This is an optimization exercise on Yosys and OpenROAD, whose aim is small area, a short achievable clock period and few clock cycles per item, not a production implementation.
In this exercise RTL edits were held to simulation tests only and were not proved equivalent to the original.

[design.v]
module shifter #(parameter REG_WIDTH=32) (
    input  logic sin,
    input  logic [REG_WIDTH-1:0] op_a,
    output logic [REG_WIDTH-1:0] result,
    output logic sout,
    input  logic [4:0] nbits,
    input  logic [2:0] mode
);
always_comb begin
    result = '0;
    sout = 1'b0;
    case (mode)
        3'b000: begin  
            result = op_a << nbits;
            if (nbits > 0)
                sout = op_a[REG_WIDTH - nbits];
            else
                sout = 1'b0;
        end
        3'b001: begin  
            result = op_a >> nbits;
            if (nbits > 0)
                sout = op_a[nbits-1];
            else
                sout = 1'b0;
        end
        3'b010: begin  
            result = $signed(op_a) >>> nbits;
            if (nbits > 0)
                sout = op_a[nbits-1];
            else
                sout = 1'b0;
        end
        default: begin
            result = op_a;
            sout = 1'b0;
        end
    endcase
end
endmodule
module alu (
    input logic clock,
    input logic reset,
    input  logic nss,
    input  logic sclk,
    input  logic mosi,
    output logic miso
);
    typedef enum logic [2:0] { 
        IDLE     = 3'b001,
        RECEIVE  = 3'b010,
        THINK    = 3'b011,
        SEND     = 3'b101
    } slave_state_t;
    slave_state_t state; 
    logic [2:0]  opcode;
    logic [31:0] opa;
    logic [31:0] opb;
    logic [31:0] res;
    logic [66:0] buffer;
    logic [6:0]  counter;
    logic        sclkPrev;
    logic        sclkRise;
    assign opcode = buffer[66:64];
    assign opa    = buffer[63:32];
    assign opb    = buffer[31:0];
    assign sclkRise = sclk & ~sclkPrev;
    assign miso = (state == SEND) ? res[31] : 1'b0;
    logic [31:0] thinkRes;
    always_comb begin
        case (opcode)
            3'b000: thinkRes = opa + opb;  
            3'b001: thinkRes = opa & opb;  
            3'b010: thinkRes = opa | opb;  
            default: thinkRes = 32'h0;
        endcase
    end
    always_ff @(posedge clock or negedge reset) begin
        if (!reset) begin
            state <= IDLE;
            sclkPrev <= 1'b0;
            counter <= 0;
            buffer <= 0;
            res <= 0;
        end else begin
            sclkPrev <= sclk;
            case (state)
                IDLE: begin
                    counter <= 0;
                    if (~nss) begin
                        state <= RECEIVE;
                    end
                end
                RECEIVE: begin
                    if (nss) begin
                        state <= IDLE;
                    end else if (sclkRise) begin
                        buffer <= {buffer[65:0], mosi};
                        counter <= counter + 1;
                        if (counter == 7'd66) begin
                            state <= THINK;
                        end
                    end
                end
                THINK: begin
                    res <= thinkRes;
                    counter <= 0;
                    state <= SEND;
                end
                SEND: begin
                    if (nss) begin
                        state <= IDLE;
                    end else if (sclkRise) begin
                        res <= {res[30:0], 1'b0};
                        counter <= counter + 1;
                        if (counter == 7'd31) begin
                            state <= IDLE;
                        end
                    end
                end
                default: state <= IDLE;
            endcase
        end
    end
endmodule
module mul (
    input logic clock,
    input logic reset,
    input  logic nss,
    input  logic sclk,
    input  logic mosi,
    output logic miso
);
    typedef enum logic [2:0] { 
        IDLE     = 3'b001,
        RECEIVE  = 3'b010,
        THINK    = 3'b011,
        SEND     = 3'b101
    } slave_state_t;
    slave_state_t state; 
    logic [2:0]  opcode;
    logic [31:0] opa;
    logic [31:0] opb;
    logic [31:0] res;
    logic [66:0] buffer;
    logic [6:0]  counter;
    logic        sclkPrev;
    logic        sclkRise;
    assign opcode = buffer[66:64];
    assign opa    = buffer[63:32];
    assign opb    = buffer[31:0];
    assign sclkRise = sclk & ~sclkPrev;
    assign miso = (state == SEND) ? res[31] : 1'b0;
    logic [31:0] thinkRes;
    assign thinkRes = opa * opb;
    always_ff @(posedge clock or negedge reset) begin
        if (!reset) begin
            state <= IDLE;
            sclkPrev <= 1'b0;
            counter <= 0;
            buffer <= 0;
            res <= 0;
        end else begin
            sclkPrev <= sclk;
            case (state)
                IDLE: begin
                    counter <= 0;
                    if (~nss) begin
                        state <= RECEIVE;
                    end
                end
                RECEIVE: begin
                    if (nss) begin
                        state <= IDLE;
                    end else if (sclkRise) begin
                        buffer <= {buffer[65:0], mosi};
                        counter <= counter + 1;
                        if (counter == 7'd66) begin
                            state <= THINK;
                        end
                    end
                end
                THINK: begin
                    res <= thinkRes;
                    counter <= 0;
                    state <= SEND;
                end
                SEND: begin
                    if (nss) begin
                        state <= IDLE;
                    end else if (sclkRise) begin
                        res <= {res[30:0], 1'b0};
                        counter <= counter + 1;
                        if (counter == 7'd31) begin
                            state <= IDLE;
                        end
                    end
                end
                default: state <= IDLE;
            endcase
        end
    end
endmodule
module bas (
    input logic clock,
    input logic reset,
    input  logic nss,
    input  logic sclk,
    input  logic mosi,
    output logic miso
);
    typedef enum logic [2:0] { 
        IDLE     = 3'b001,
        RECEIVE  = 3'b010,
        THINK    = 3'b011,
        SEND     = 3'b101
    } slave_state_t;
    slave_state_t state; 
    logic [2:0]  opcode;
    logic [31:0] opa;
    logic [31:0] opb;
    logic [31:0] res;
    logic [66:0] buffer;
    logic [6:0]  counter;
    logic        sclkPrev;
    logic        sclkRise;
    assign opcode = buffer[66:64];
    assign opa    = buffer[63:32];
    assign opb    = buffer[31:0];
    assign sclkRise = sclk & ~sclkPrev;
    assign miso = (state == SEND) ? res[31] : 1'b0;
    logic [31:0] thinkRes;
    logic [2:0]  shifterMode;
    always_comb begin
        case (opcode)
            3'b100: shifterMode = 3'b000;
            3'b101: shifterMode = 3'b001;
            default: shifterMode = 3'b111;
        endcase
    end
    shifter #(32) barrel_shifter_inst (
        .sin(1'b0),
        .op_a(opa),
        .result(thinkRes),
        .sout(),
        .nbits(opb[4:0]),
        .mode(shifterMode)
    );
    always_ff @(posedge clock or negedge reset) begin
        if (!reset) begin
            state <= IDLE;
            sclkPrev <= 1'b0;
            counter <= 0;
            buffer <= 0;
            res <= 0;
        end else begin
            sclkPrev <= sclk;
            case (state)
                IDLE: begin
                    counter <= 0;
                    if (~nss) begin
                        state <= RECEIVE;
                    end
                end
                RECEIVE: begin
                    if (nss) begin
                        state <= IDLE;
                    end else if (sclkRise) begin
                        buffer <= {buffer[65:0], mosi};
                        counter <= counter + 1;
                        if (counter == 7'd66) begin
                            state <= THINK;
                        end
                    end
                end
                THINK: begin
                    res <= thinkRes;
                    counter <= 0;
                    state <= SEND;
                end
                SEND: begin
                    if (nss) begin
                        state <= IDLE;
                    end else if (sclkRise) begin
                        res <= {res[30:0], 1'b0};
                        counter <= counter + 1;
                        if (counter == 7'd31) begin
                            state <= IDLE;
                        end
                    end
                end
                default: state <= IDLE;
            endcase
        end
    end
endmodule
module execute (
    input logic clock,
    input logic reset,
    input logic activateExecute,
    input logic [2:0]   decOpcode,
    input logic [31:0]  decOpa,
    input logic [31:0]  decOpb,
    input logic [3:0]   decAddr,
    output logic [31:0] dataRes,
    output logic [3:0]  dataAddr,
    output logic doneExecute
);
    typedef enum logic [2:0] {
        IDLE,
        START,
        SHIFT_OUT,
        GAP,
        SHIFT_IN,
        FINISH
    } executeState_t;
    executeState_t state;
    logic [66:0] dataSend;
    logic [31:0] result;
    logic [6:0]  counter;
    logic mosi;
    logic sclk;
    logic miso;
    logic nssAlu;
    logic nssMul;
    logic nssBas;
    assign dataAddr = decAddr;
    always_ff @(posedge clock or negedge reset) begin
        if(!reset) begin
            state <= IDLE;
            mosi <= 1'b0;
            sclk <= 1'b0;
            nssAlu <= 1'b1;  
            nssMul <= 1'b1;  
            nssBas <= 1'b1;  
            doneExecute <= 1'b0;
            counter <= '0;
            dataSend <= '0;
            result <= '0;
            dataRes <= '0;
        end 
        else begin
            doneExecute <= 1'b0;
            case(state) 
                IDLE: begin
                    if (activateExecute) begin
                        dataSend <= {decOpcode, decOpa, decOpb};
                        counter <= 7'd67;
                        state <= START;
                    end
                end
                START: begin
                    if (decOpcode <= 3'b010) begin  
                        nssAlu <= 1'b0;
                    end
                    else if (decOpcode == 3'b011) begin  
                        nssMul <= 1'b0;
                    end
                    else begin  
                        nssBas <= 1'b0;
                    end
                    state <= SHIFT_OUT;
                end
                SHIFT_OUT: begin
                    if (~sclk) begin
                        sclk <= 1'b1;
                        mosi <= dataSend[66];
                        dataSend <= {dataSend[65:0], 1'b0};
                    end
                    else begin
                        sclk <= 1'b0;
                        counter <= counter - 1;
                        if (counter == 7'd1) begin
                            state <= GAP;
                        end
                    end
                end
                GAP: begin
                    counter <= 7'd32;
                    state <= SHIFT_IN;
                end
                SHIFT_IN: begin
                    if (~sclk) begin
                        sclk <= 1'b1;
                    end
                    else begin
                        sclk <= 1'b0;
                        counter <= counter - 1;
                        result <= {result[30:0], miso};
                        if (counter == 7'd1) begin
                            nssAlu <= 1'b1;
                            nssMul <= 1'b1;
                            nssBas <= 1'b1;
                            state <= FINISH;
                        end
                    end
                end
                FINISH: begin
                    doneExecute <= 1'b1;
                    dataRes <= result;
                    state <= IDLE;
                end
                default: state <= IDLE;
            endcase
        end
    end
    logic miso_alu, miso_mul, miso_bas;
    assign miso = miso_alu | miso_mul | miso_bas; 
    alu alu_inst (
        .clock(clock),
        .reset(reset),
        .nss(nssAlu),  
        .sclk(sclk),
        .mosi(mosi),
        .miso(miso_alu)
    );
    mul mul_inst (
        .clock(clock),
        .reset(reset),
        .nss(nssMul), 
        .sclk(sclk),
        .mosi(mosi),
        .miso(miso_mul) 
    );
    bas bas_inst (
        .clock(clock),
        .reset(reset),
        .nss(nssBas),  
        .sclk(sclk),
        .mosi(mosi),
        .miso(miso_bas) 
    );
endmodule
module fetch (
    input clock,
    input reset,
    input activateFetch,
    input logic [15:0]  dataIn,
    output logic [7:0]   addr,
    output logic [15:0] dataOut
);
    logic [7:0] PC;
    assign addr = PC;
    logic [15:0] barreiraTemp;
    assign dataOut = barreiraTemp;
    always_ff @(posedge clock or negedge reset) begin
        if (!reset) begin
            PC <= 0;
            barreiraTemp <= 0;
        end 
        else if (activateFetch) begin
            barreiraTemp <= dataIn;
            PC <= PC + 1;
        end
    end
endmodule
module decode (
    input  logic         clock,
    input  logic         reset,
    input  logic         activateDecoder,
    input  logic [15:0]  dataFetch,
    input  logic [511:0] regbank,
    output logic [2:0]   opcode,
    output logic [31:0]  dataOpa,
    output logic [31:0]  dataOpb,
    output logic [3:0]   addrMor
); 
    logic [2:0] Topcode;
    logic       i;
    logic [3:0] TaddrMor;
    logic [3:0] Topa; 
    logic [3:0] Topb;
    logic [7:0] Timm;
    assign Topcode  = dataFetch[15:13];
    assign i        = dataFetch[12];
    assign TaddrMor = dataFetch[11:8];
    assign Topa     = dataFetch[7:4]; 
    assign Topb     = dataFetch[3:0];
    assign Timm     = dataFetch[7:0];
    always_ff @(posedge clock or negedge reset) begin
        if (!reset) begin
            opcode  <= 0;
            dataOpa <= 0;
            dataOpb <= 0;
            addrMor <= 0;
        end
        else if (activateDecoder) begin
            opcode   <= Topcode;
            dataOpa  <= regbank[Topa*32 +: 32];
            addrMor  <= TaddrMor;
            if (i) begin
                dataOpb <= {{24{Timm[7]}}, Timm};
            end
            else begin
                dataOpb <= regbank[Topb*32 +: 32];
            end
        end
    end
endmodule
module write_back (
    input  logic        activateWb,
    input  logic [31:0] exeRes,
    input  logic [3:0]  exeAddr,
    output logic        wbEn,
    output logic [3:0]  wbAddr,
    output logic [31:0] wbData
);
    assign wbAddr = exeAddr;
    assign wbData = exeRes;
    assign wbEn = activateWb;
endmodule
module processor (
    input  logic        clock,
    input  logic        reset,
    output logic [7:0]  memAddr,
    input  logic [15:0] memDataIn,
    output logic        wbEn,
    output logic [3:0]  wbAddr,
    output logic [31:0] wbData
);
    typedef enum logic [2:0] { FETCH, DECODE, EXECUTE, EXEC_WAIT, WRITE_BACK } processorState_t;
    processorState_t state, nextState;
    logic doneExecute;
    always_ff @(posedge clock or negedge reset) begin
        if (!reset) state <= FETCH;
        else        state <= nextState;
    end
    always_comb begin
        case (state)
            FETCH:      nextState = DECODE;
            DECODE:     nextState = EXECUTE;
            EXECUTE:    nextState = EXEC_WAIT;
            EXEC_WAIT:  nextState = doneExecute ? WRITE_BACK : EXEC_WAIT;
            WRITE_BACK: nextState = FETCH;
            default:    nextState = FETCH;
        endcase
    end
    logic activateFetch;
    logic activateDecode;
    logic activateExecute;
    logic activateWb;
    assign activateFetch   = (state == FETCH);
    assign activateDecode  = (state == DECODE);
    assign activateExecute = (state == EXECUTE);
    assign activateWb      = (state == WRITE_BACK);
    logic [31:0] regbank [0:15];
    logic [511:0] regbankFlat;
    always_ff @(posedge clock) begin
        if (wbEn) begin
            regbank[wbAddr] <= wbData;
        end
    end
    genvar g;
    generate
        for (g = 0; g < 16; g = g + 1) begin : flat
            assign regbankFlat[g*32 +: 32] = regbank[g];
        end
    endgenerate
    logic [15:0] fetchInstruction;
    logic [2:0]  decOpcode;
    logic [31:0] decOpa;
    logic [31:0] decOpb;
    logic [3:0]  decAddr;
    logic [31:0] exeRes;
    logic [3:0]  exeAddr;
    fetch fetchStage (
        .clock(clock),
        .reset(reset),
        .activateFetch(activateFetch),
        .dataIn(memDataIn),
        .addr(memAddr),
        .dataOut(fetchInstruction)
    );
    decode decodeStage (
        .clock(clock),
        .reset(reset),
        .activateDecoder(activateDecode),
        .dataFetch(fetchInstruction),
        .regbank(regbankFlat),
        .opcode(decOpcode),
        .dataOpa(decOpa),
        .dataOpb(decOpb),
        .addrMor(decAddr)
    );
    execute executeStage (
        .clock(clock),
        .reset(reset),
        .activateExecute(activateExecute),
        .decOpcode(decOpcode),
        .decOpa(decOpa),
        .decOpb(decOpb),
        .decAddr(decAddr),
        .dataRes(exeRes),
        .dataAddr(exeAddr),
        .doneExecute(doneExecute)
    );
    write_back wbStage (
        .activateWb(activateWb),
        .exeRes(exeRes),
        .exeAddr(exeAddr),
        .wbEn(wbEn),
        .wbAddr(wbAddr),
        .wbData(wbData)
    );
endmodule
[run.sh]
#!/bin/bash
# synth_recipe.tcl (not shown) runs the flow's synth.tcl, then flattens the netlist and writes it again
# the make line also repeats each setting of config.mk as NAME=value (left out here)
make -C /OpenROAD-flow-scripts/flow DESIGN_CONFIG=/design/flow/config.mk WORK_HOME=/design/flow/orfs CLKGATE_MAP_FILE= SYNTH_SCRIPT=/design/flow/synth_recipe.tcl finish
[constraint.sdc]
create_clock -name core_clock -period 10.0 [get_ports {clock}]
set_input_delay 2.0000 -clock core_clock [delete_from_list [all_inputs] [get_ports {clock}]]
set_output_delay 2.0000 -clock core_clock [all_outputs]
set_load 0.01 [all_outputs]
[config.mk]
export PLATFORM = sky130hd
export DESIGN_NAME = processor
export DESIGN_NICKNAME = processor
export VERILOG_FILES = /design/flow/design.v
export SDC_FILE = /design/flow/constraint.sdc
export NUM_CORES = 4
export LEC_CHECK = 0
export CAP_MARGIN = 20
export CORE_MARGIN = 2
export CORE_UTILIZATION = 40
export PLACE_DENSITY = 0.6
export SLEW_MARGIN = 20
==> run_summary.xml, run 1 <==
<?xml version="1.0" encoding="UTF-8"?>
<metrics>
  <group name="setup_path">
    <metric name="start_kind" unit="">flip-flop</metric>
    <metric name="critPathSlowestCell" unit="">sky130_fd_sc_hd__dfrtp_1</metric>
    <metric name="path_delay_family" unit="">adder cells</metric>
    <metric name="critPathBufInv" unit="">2</metric>
    <metric name="critical_path.max_stage_delay" unit="ns">0.99</metric>
    <metric name="critPathArrivalTime" unit="ns">8.28</metric>
    <metric name="crit_required" unit="ns">10.65</metric>
    <metric name="cp_max_fo" unit="">30</metric>
    <metric name="cp_cell_sequence" unit="">and2_1 -&gt; fa_1 -&gt; inv_1 -&gt; fa_1 -&gt; fa_1 -&gt; fa_1 -&gt; inv_1 -&gt; fa_1 -&gt; fa_1 -&gt; fa_1 -&gt; fa_1 -&gt; ha_1 -&gt; nand2_1 -&gt; nor3_1 -&gt; nand3_1 -&gt; a211oi_1 -&gt; o2111ai_1 -&gt; nand4b_1 -&gt; xnor2_1 -&gt; nand2_1 -&gt; a21oi_1</metric>
    <metric name="timing.critical_path.mode_cell" unit="">sky130_fd_sc_hd__fa_1</metric>
    <metric name="worstSetupPathType" unit="">reg2reg</metric>
    <metric name="crit_path_capture_type" unit="">flip-flop</metric>
  </group>
  <group name="die">
    <metric name="core_region_area" unit="mm^2">0.169</metric>
    <metric name="placementRows" unit="">151</metric>
    <metric name="dieHeight" unit="um">417</metric>
    <metric name="floorplan.initialDensity" unit="">0.402</metric>
    <metric name="io_pins" unit="">63</metric>
    <metric name="fp.dieW" unit="um">417</metric>
    <metric name="dieArea" unit="mm^2">0.174</metric>
  </group>
  <group name="clock_network">
    <metric name="cts-root-buf" unit="">sky130_fd_sc_hd__clkbuf_16</metric>
    <metric name="clock_slew_seen_by_the_registers_of_the_worst_setup_and_hold_paths" unit="ns">0.06</metric>
    <metric name="clockBufferDepth" unit="">3</metric>
    <metric name="post_cts_hold_buffer_count" unit="">0</metric>
    <metric name="postCtsResizedCells" unit="">0</metric>
    <metric name="cts_num_sinks" unit="">1082</metric>
    <metric name="numCtsBuffers" unit="">117</metric>
    <metric name="clock_tree_from_tritoncts" unit="">built</metric>
    <metric name="post_cts.repair.setup_buffers" unit="">0</metric>
    <metric name="insertion_delay" unit="ns">0.77</metric>
    <metric name="cts-htree-levels" unit="">3</metric>
  </group>
  <group name="sta">
    <metric name="post-route-min-period" unit="ns">7.64</metric>
    <metric name="relative_slew_margins" unit="">0.248</metric>
    <metric name="final-hold-violation-count" unit="">0</metric>
    <metric name="fin_crit_sh" unit="">0.764</metric>
    <metric name="layout_setup_ws" unit="ns">2.36</metric>
    <metric name="timing_worst_slew_pin_value" unit="ns">1.13</metric>
    <metric name="slew_viol_final" unit="">0</metric>
    <metric name="skew" unit="ns">0.0569</metric>
    <metric name="setup-violations-final" unit="">0</metric>
    <metric name="rsz_0062_raised_after_global_routing" unit="">false</metric>
    <metric name="max_fclk" unit="MHz">131</metric>
    <metric name="final.setup.tns" unit="ns">0</metric>
  </group>
  <group name="synth">
    <metric name="synth_edf_count" unit="">512</metric>
    <metric name="yosysWarnings" unit="">8</metric>
    <metric name="mean_instance_size_in_the_synthesized_netlist" unit="um^2">11.9</metric>
    <metric name="synthTopCellsByArea" unit="">sky130_fd_sc_hd__edfxtp_1 23%, sky130_fd_sc_hd__dfrtp_1 21%, sky130_fd_sc_hd__fa_1 12%, sky130_fd_sc_hd__mux4_2 11%, sky130_fd_sc_hd__nand2_1 4.3%</metric>
    <metric name="synth_top_area_share" unit="">0.226</metric>
    <metric name="synth_common_cells" unit="">786 x sky130_fd_sc_hd__nand2_1, 564 x sky130_fd_sc_hd__dfrtp_1, 512 x sky130_fd_sc_hd__edfxtp_1, 466 x sky130_fd_sc_hd__inv_1, 409 x sky130_fd_sc_hd__fa_1</metric>
    <metric name="async_flop_share" unit="">0.527</metric>
    <metric name="synthMostInstantiatedCell" unit="">sky130_fd_sc_hd__nand2_1</metric>
    <metric name="synth.cell_area" unit="mm^2">0.0681</metric>
    <metric name="synth.largest_area_cell" unit="">sky130_fd_sc_hd__edfxtp_1</metric>
    <metric name="synthFlopType" unit="">sky130_fd_sc_hd__dfrtp_1</metric>
    <metric name="netlist-cell-type-count" unit="">81</metric>
    <metric name="synthesized_net_count" unit="">6363</metric>
    <metric name="yosys_register_bits" unit="">1082</metric>
    <metric name="netlist_instances" unit="">5740</metric>
    <metric name="yosysSeqAreaShare" unit="">0.435</metric>
  </group>
  <group name="cells_and_area">
    <metric name="n_fill_cell" unit="">15600</metric>
    <metric name="syn_to_final_growth" unit="%">9.98</metric>
    <metric name="nets" unit="">6250</metric>
    <metric name="antenna_cells_inserted" unit="">0</metric>
    <metric name="final-instance-count-excl-fill" unit="">7948</metric>
    <metric name="post_route_cells_drive_above_1_share" unit="">0.147</metric>
    <metric name="final_area" unit="mm^2">0.0749</metric>
  </group>
  <group name="grt">
    <metric name="globalRouteTotalUtil" unit="">0.204</metric>
    <metric name="antenna_found_initial" unit="">0</metric>
    <metric name="grt_pass1_vias" unit="">45700</metric>
    <metric name="globalRouteOverflowTotal" unit="">0</metric>
    <metric name="wire_length_of_the_first_global_routing_pass" unit="um">276000</metric>
    <metric name="grt_max_degree" unit="">159</metric>
  </group>
  <group name="run">
    <metric name="max-cap-violations" unit="">0</metric>
  </group>
  <group name="place">
    <metric name="place_area" unit="mm^2">0.0710</metric>
    <metric name="dpl.cell_count" unit="">7724</metric>
    <metric name="detailed_place_hpwl" unit="um">112000</metric>
    <metric name="gpl.final_weighted_congestion" unit="">0.867</metric>
    <metric name="dpl_worst_slack" unit="ns">2.35</metric>
    <metric name="count_of_buffers_from_port_buffering" unit="">62</metric>
  </group>
  <group name="detailed_routing">
    <metric name="route.vias.total" unit="">44000</metric>
    <metric name="top_layer_used" unit="">met4</metric>
    <metric name="wl_met3" unit="um">9470</metric>
    <metric name="drt-wirelength-per-cell" unit="um">22.0</metric>
    <metric name="route.met2.wl" unit="um">84400</metric>
    <metric name="drt-initial-drc-count" unit="">3567</metric>
    <metric name="drt_pass_1_iters" unit="">5</metric>
    <metric name="final_antenna_net_count" unit="">0</metric>
    <metric name="remaining_drc_errors" unit="">0</metric>
    <metric name="routed_wirelength" unit="um">174000</metric>
    <metric name="avgViaCountPerCell" unit="">5.54</metric>
    <metric name="wire_length_on_met1" unit="um">76300</metric>
  </group>
  <group name="min_path">
    <metric name="hold_class" unit="">reg2reg</metric>
  </group>
  <group name="status">
    <metric name="status" unit="">no timing/DRC/antenna violations</metric>
  </group>
</metrics>
[sequential cells by signal, indices dropped and copies added (netlist names), 4 cells and up]
name                           cells
decodeStage.addrMor                4
decodeStage.dataOpa               32
decodeStage.dataOpb               32
executeStage.alu_inst.buffer      67
executeStage.alu_inst.counter      7
executeStage.alu_inst.res         32
executeStage.bas_inst.buffer      67
executeStage.bas_inst.counter      7
executeStage.bas_inst.res         32
executeStage.counter               7
executeStage.dataRes              32
executeStage.dataSend             67
executeStage.mul_inst.buffer      64
executeStage.mul_inst.counter      7
executeStage.mul_inst.res         32
executeStage.result               32
fetchStage.PC                      8
fetchStage.barreiraTemp           16
regbank                          512
[routing by layer]
layer,up-vias,global-route usage
li1,19800,-
met1,22700,0.283
met2,1210,0.337
met3,274,0.0273
met4,0,0.0515
met5,-,0
[per-stage QoR]
| step | utilization | hold slack (ns) |
|---|---|---|
| floorplan | - | 0.352 |
| global placement | 0.419 | 0.451 |
| detailed placement | 0.419 | 0.460 |
| CTS | 0.442 | 0.474 |
| global route | 0.443 | 0.497 |
| finish | 0.443 | 0.471 |
[path summary, 6_finish.rpt]
kind | startpoint | endpoint | slack [ns] | depth (start not counted)
min | executeStage.mul_inst.res[11] | executeStage.mul_inst.res[11] | 0.47 | 2
min reg2reg | executeStage.mul_inst.res[11] | executeStage.mul_inst.res[11] | 0.47 | 2
max reg2reg | executeStage.mul_inst.buffer[4] | executeStage.mul_inst.res[31] | 2.36 | 21
max | executeStage.mul_inst.buffer[4] | executeStage.mul_inst.res[31] | 2.36 | 21
max in group asynchronous | reset | fetchStage.barreiraTemp[7] | 6.69 | 3
min in group asynchronous | reset | executeStage.mul_inst.buffer[52] | 1.25 | 1
[kinds of logic after synthesis]
kind of cell               count (synthesis)  synth area share
muxes                                    721             0.168
adders and majority gates                605             0.156
and+or+nand+nor                         1561             0.106
AOI/OAI and AO/OA                        801            0.0712
buffers and inverters                    851            0.0474
DFF                                     1082             0.435
xor gates and xnor gates                 119            0.0155
[cells in the final DEF (no fill, tap or decap), types with 196 or more instances in the layout]
master and count:
sky130_fd_sc_hd__and2_1 318, sky130_fd_sc_hd__dfrtp_1 553, sky130_fd_sc_hd__edfxtp_1 512, sky130_fd_sc_hd__fa_1 409, sky130_fd_sc_hd__ha_1 196, sky130_fd_sc_hd__inv_1 466
sky130_fd_sc_hd__mux2i_1 211, sky130_fd_sc_hd__mux4_2 321, sky130_fd_sc_hd__nand2_1 785, sky130_fd_sc_hd__nor2_1 197, sky130_fd_sc_hd__o21ai_0 345
[area by class of cell]
cell class              count  area (um^2)  share of cell area
multi-input cells        3807        35400               0.473
flip-flops and latches   1082        29700               0.396
clock buffers             153         3190              0.0426
well taps                2218         2780              0.0370
inverters                 468         1760              0.0234
repair buffers            151         1360              0.0181
clock inverters            69          718             0.00959
[tightest hold or removal path, stage by stage, from the launching register on]
cell	delay [ns]
sky130_fd_sc_hd__dfrtp_1	0.33
sky130_fd_sc_hd__nand2_1	0.04
sky130_fd_sc_hd__o21ai_0	0.06
Testbench counts, summed over its fixed seeds: cycles 421,888, instrs 2,048.
==> run 2: changes to the inputs <==
==> design.v (replaced) <==
module processor (
    input  logic        clock,
    input  logic        reset,
    output logic [7:0]  memAddr,
    input  logic [15:0] memDataIn,
    output logic        wbEn,
    output logic [3:0]  wbAddr,
    output logic [31:0] wbData
);
    logic [7:0]  pc;
    logic [15:0] ir;
    logic        irValid;
    assign memAddr = pc;
    always_ff @(posedge clock or negedge reset) begin
        if (!reset) begin
            pc      <= 8'd0;
            irValid <= 1'b0;
        end else begin
            pc      <= pc + 8'd1;
            irValid <= 1'b1;
        end
    end
    always_ff @(posedge clock) ir <= memDataIn;
    logic [31:0] rf [0:15];
    always_ff @(posedge clock) begin
        if (wbEn) rf[wbAddr] <= wbData;
    end
    logic [3:0] ra, rb, rd;
    assign ra = ir[7:4];
    assign rb = ir[3:0];
    assign rd = ir[11:8];
    logic [31:0] rdA, rdB;
    assign rdA = (wbEn && wbAddr == ra) ? wbData : rf[ra];
    assign rdB = ir[12] ? {{24{ir[7]}}, ir[7:0]} :
                 (wbEn && wbAddr == rb) ? wbData : rf[rb];
    logic [31:0] exA, exB;
    logic [2:0]  exOp;
    logic [3:0]  exRd;
    logic        exValid, exFwdA, exFwdB;
    always_ff @(posedge clock) begin
        exA  <= rdA;
        exB  <= rdB;
        exOp <= ir[15:13];
        exRd <= rd;
    end
    always_ff @(posedge clock or negedge reset) begin
        if (!reset) begin
            exValid <= 1'b0;
            exFwdA  <= 1'b0;
            exFwdB  <= 1'b0;
        end else begin
            exValid <= irValid;
            exFwdA  <= irValid && exValid && (exRd == ra);
            exFwdB  <= irValid && exValid && (exRd == rb) && !ir[12];
        end
    end
    logic [31:0] a, b, res;
    assign a = exFwdA ? wbData : exA;
    assign b = exFwdB ? wbData : exB;
    always_comb begin
        case (exOp)
            3'd0: res = a + b;
            3'd1: res = a & b;
            3'd2: res = a | b;
            3'd3: res = a * b;
            3'd4: res = a << b[4:0];
            3'd5: res = a >> b[4:0];
            default: res = a;
        endcase
    end
    always_ff @(posedge clock or negedge reset) begin
        if (!reset) wbEn <= 1'b0;
        else        wbEn <= exValid;
    end
    always_ff @(posedge clock) begin
        wbAddr <= exRd;
        wbData <= res;
    end
endmodule
==> run_summary.xml, run 2 <==
<?xml version="1.0" encoding="UTF-8"?>
<metrics>
  <group name="run">
    <metric name="max-cap-violations" unit="">0</metric>
  </group>
  <group name="grt">
    <metric name="use_met3" unit="">0.0525</metric>
    <metric name="globalRouteOverflowTotal" unit="">0</metric>
    <metric name="antenna_found_initial" unit="">2</metric>
    <metric name="global_route.usage.met1" unit="">0.373</metric>
    <metric name="met2_use_gr" unit="">0.452</metric>
    <metric name="globalRouteTotalUtil" unit="">0.283</metric>
    <metric name="wire_length_of_the_first_global_routing_pass" unit="um">250000</metric>
    <metric name="grt_pass1_vias" unit="">35400</metric>
    <metric name="grt_max_degree" unit="">75</metric>
    <metric name="busiest_grt_layer" unit="">met2</metric>
  </group>
  <group name="min_path">
    <metric name="timing.hold.worst.start" unit="">ir[9]</metric>
    <metric name="hold_class" unit="">reg2reg</metric>
  </group>
  <group name="cells_and_area">
    <metric name="n_fill_cell" unit="">10800</metric>
    <metric name="largest-register" unit="">rf</metric>
    <metric name="syn_to_final_growth" unit="%">11.6</metric>
    <metric name="layout_commonest_cell" unit="">sky130_fd_sc_hd__edfxtp_1</metric>
    <metric name="top_regs" unit="">rf x512, exB x32, wbData x32</metric>
    <metric name="final_cell_mix" unit="">512 x sky130_fd_sc_hd__edfxtp_1, 490 x sky130_fd_sc_hd__nor2_1, 434 x sky130_fd_sc_hd__inv_1</metric>
    <metric name="post_route_cells_drive_above_1_share" unit="">0.170</metric>
    <metric name="nets" unit="">4733</metric>
    <metric name="final_area" unit="mm^2">0.0534</metric>
    <metric name="antenna_cells_inserted" unit="">0</metric>
    <metric name="largest_reg_flops" unit="">512</metric>
  </group>
  <group name="clock_network">
    <metric name="numCtsBuffers" unit="">61</metric>
    <metric name="post_cts_hold_buffer_count" unit="">0</metric>
    <metric name="insertion_delay" unit="ns">0.67</metric>
    <metric name="clock_slew_seen_by_the_registers_of_the_worst_setup_and_hold_paths" unit="ns">0.08</metric>
    <metric name="cts_num_sinks" unit="">620</metric>
    <metric name="cts-root-buf" unit="">sky130_fd_sc_hd__clkbuf_16</metric>
    <metric name="cts-htree-levels" unit="">2</metric>
    <metric name="clockBufferDepth" unit="">3</metric>
    <metric name="clock_tree_from_tritoncts" unit="">built</metric>
  </group>
  <group name="sta">
    <metric name="layout_setup_ws" unit="ns">0.379</metric>
    <metric name="slew_viol_final" unit="">0</metric>
    <metric name="hold_ws" unit="ns">0.302</metric>
    <metric name="timing_worst_slew_pin_value" unit="ns">1.08</metric>
    <metric name="fin_crit_sh" unit="">0.962</metric>
    <metric name="setup-violations-final" unit="">0</metric>
    <metric name="relative_slew_margins" unit="">0.273</metric>
    <metric name="rsz_0062_raised_after_global_routing" unit="">false</metric>
    <metric name="skew" unit="ns">0.0474</metric>
    <metric name="final-hold-violation-count" unit="">0</metric>
    <metric name="post-route-min-period" unit="ns">9.62</metric>
    <metric name="final.setup.tns" unit="ns">0</metric>
    <metric name="max_fclk" unit="MHz">104</metric>
  </group>
  <group name="status">
    <metric name="status" unit="">no timing/DRC/antenna violations</metric>
  </group>
  <group name="place">
    <metric name="dpl_worst_slack" unit="ns">0.198</metric>
    <metric name="count_of_buffers_from_port_buffering" unit="">62</metric>
    <metric name="place_area" unit="mm^2">0.0514</metric>
    <metric name="gpl.final_weighted_congestion" unit="">1.04</metric>
    <metric name="detailed_place_hpwl" unit="um">121000</metric>
  </group>
  <group name="detailed_routing">
    <metric name="avgViaCountPerCell" unit="">6.03</metric>
    <metric name="drt_pass_1_iters" unit="">6</metric>
    <metric name="drt-wirelength-per-cell" unit="um">29.9</metric>
    <metric name="routed_wirelength" unit="um">172000</metric>
    <metric name="final_antenna_net_count" unit="">0</metric>
    <metric name="drt-initial-drc-count" unit="">4444</metric>
    <metric name="remaining_drc_errors" unit="">0</metric>
    <metric name="route.vias.total" unit="">34800</metric>
  </group>
  <group name="setup_path">
    <metric name="crit_path_capture_type" unit="">flip-flop</metric>
    <metric name="critPathArrivalTime" unit="ns">10.23</metric>
    <metric name="start_kind" unit="">flip-flop</metric>
    <metric name="cp_max_fo" unit="">13</metric>
    <metric name="worstSetupPathType" unit="">reg2reg</metric>
    <metric name="crit_required" unit="ns">10.61</metric>
  </group>
  <group name="synth">
    <metric name="netlist_instances" unit="">4021</metric>
    <metric name="synthFlopType" unit="">sky130_fd_sc_hd__edfxtp_1</metric>
    <metric name="async_flop_share" unit="">0.0210</metric>
    <metric name="synth_common_cells" unit="">512 x sky130_fd_sc_hd__edfxtp_1, 503 x sky130_fd_sc_hd__nor2_1, 436 x sky130_fd_sc_hd__inv_1, 409 x sky130_fd_sc_hd__fa_1, 336 x sky130_fd_sc_hd__nand2_1</metric>
    <metric name="synthMostInstantiatedCell" unit="">sky130_fd_sc_hd__edfxtp_1</metric>
    <metric name="netlist-cell-type-count" unit="">81</metric>
    <metric name="synthTopCellsByArea" unit="">sky130_fd_sc_hd__edfxtp_1 32%, sky130_fd_sc_hd__fa_1 17%, sky130_fd_sc_hd__mux4_2 14%, sky130_fd_sc_hd__ha_1 4.9%, sky130_fd_sc_hd__dfxtp_1 4.0%</metric>
    <metric name="yosysSeqAreaShare" unit="">0.367</metric>
    <metric name="mean_instance_size_in_the_synthesized_netlist" unit="um^2">11.9</metric>
    <metric name="yosysWarnings" unit="">1</metric>
    <metric name="synth_edf_count" unit="">512</metric>
    <metric name="synthesized_net_count" unit="">4637</metric>
    <metric name="synth.cell_area" unit="mm^2">0.0479</metric>
    <metric name="synth_top_area_share" unit="">0.321</metric>
    <metric name="synth.largest_area_cell" unit="">sky130_fd_sc_hd__edfxtp_1</metric>
    <metric name="yosys_register_bits" unit="">620</metric>
  </group>
  <group name="die">
    <metric name="io_pins" unit="">63</metric>
    <metric name="placementRows" unit="">126</metric>
    <metric name="dieHeight" unit="um">350</metric>
    <metric name="floorplan.initialDensity" unit="">0.405</metric>
    <metric name="fp.dieW" unit="um">350</metric>
    <metric name="core_region_area" unit="mm^2">0.118</metric>
    <metric name="dieArea" unit="mm^2">0.123</metric>
  </group>
</metrics>
## run 2: worst paths after layout
kind,end,slack [ns],cells past startpoint
min in group asynchronous,pc[3],1.70,1
max in group asynchronous,exFwdB,7.89,1
worst max-delay path,wbData[31],0.38,27
worst max register to register,wbData[31],0.38,27
worst min register to register,exRd[1],0.30,0
worst min-delay path,exRd[1],0.30,0
## run 2: per-layer routing
metal	share of wire	wire, um
met5	0.00016	27
met4	0.054	9300
met3	0.096	16500
met2	0.47	80500
met1	0.38	66100
## run 2: area by class of cell
class / instances / area, um^2 / area share
sequential: 620 / 17600 / 0.330
timing repair buffer: 273 / 2350 / 0.0441
clock inverter: 32 / 340 / 0.00637
clock buffer: 81 / 1640 / 0.0307
tap: 1600 / 2000 / 0.0375
multi-input combinational: 2702 / 27800 / 0.519
inverter: 459 / 1730 / 0.0324
## run 2: repair_timing
action,4_1_cts,5_1_grt
gates resized for setup,0,7
buffers inserted,0,6
endpoints found under the setup margin,0,6
## run 2: per-stage QoR
step            util  std cells
2_1_floorplan      -       4021
3_3_place_gp   0.434       5648
3_5_place_dp   0.434       5648
4_1_cts        0.451       5761
5_1_grt        0.451       5767
6_report       0.451       5767
## run 2: worst max-delay path, stage by stage, from the launching register on
cell and delay, ns:
sky130_fd_sc_hd__dfxtp_4 0.52, sky130_fd_sc_hd__mux4_2 0.58, sky130_fd_sc_hd__mux4_2 0.46, sky130_fd_sc_hd__nand2_1 0.08, sky130_fd_sc_hd__and2_1 0.61, sky130_fd_sc_hd__buf_12 0.24
sky130_fd_sc_hd__inv_2 0.05, sky130_fd_sc_hd__ha_1 0.35, sky130_fd_sc_hd__fa_1 0.58, sky130_fd_sc_hd__inv_1 0.06, sky130_fd_sc_hd__fa_1 0.47, sky130_fd_sc_hd__fa_1 0.57
sky130_fd_sc_hd__fa_1 0.45, sky130_fd_sc_hd__fa_1 0.55, sky130_fd_sc_hd__inv_1 0.06, sky130_fd_sc_hd__fa_1 0.46, sky130_fd_sc_hd__fa_1 0.51, sky130_fd_sc_hd__fa_1 0.43
sky130_fd_sc_hd__ha_1 0.36, sky130_fd_sc_hd__and3_1 0.25, sky130_fd_sc_hd__a311oi_1 0.27, sky130_fd_sc_hd__o21ai_0 0.22, sky130_fd_sc_hd__o21a_1 0.31, sky130_fd_sc_hd__a31o_2 0.30
sky130_fd_sc_hd__o41a_1 0.33, sky130_fd_sc_hd__xnor2_1 0.17, sky130_fd_sc_hd__a22oi_1 0.09, sky130_fd_sc_hd__a22oi_2 0.19
## run 2: kinds of logic (layout without fill, tap and decap cells)
logic type	after synthesis	in the layout	share of synthesized area
flip-flops	620	620	0.367
multiplexers	412	412	0.166
adder cells (fa/ha/maj)	598	598	0.220
other	1	1	0.0000783
AO/OA/AOI/OAI	563	563	0.0777
AND/OR/NAND/NOR	1007	1007	0.0864
buffers and inverters	699	845	0.0579
XOR/XNOR	121	121	0.0240
Testbench counts of run 2, summed over its fixed seeds: cycles 2,072, instrs 2,048.

[static timing again, ports no longer ideal]
The flow's constraints put no driver on any port. The routed layouts listed below were extracted and timed again, unchanged, in two steps.
Step 1, drivers: a clkbuf_16 drives clock and a buf_2 each remaining input, both assumed.
Step 2 moves the port delays by t, midway between the first and last clock arrival at a register: inputs arrive t later, outputs are due t later. That takes back most of the time a late clock gives input paths.
a / b / c = ideal / step 1 / step 2; a / b = the first two.
run | shift t [ns] | setup WS [ns] | worst setup path at the end | clock arrival spread, ns | cell pins on the clock port's net
run 1 | 0.833 | 2.364 / 2.364 / 2.364 | register to register | 0.083 / 0.083 | 1
run 2 | 0.716 | 0.379 / 0.379 / 0.379 | register to register | 0.048 / 0.047 | 1
After both steps setup and hold are still met in every run listed.
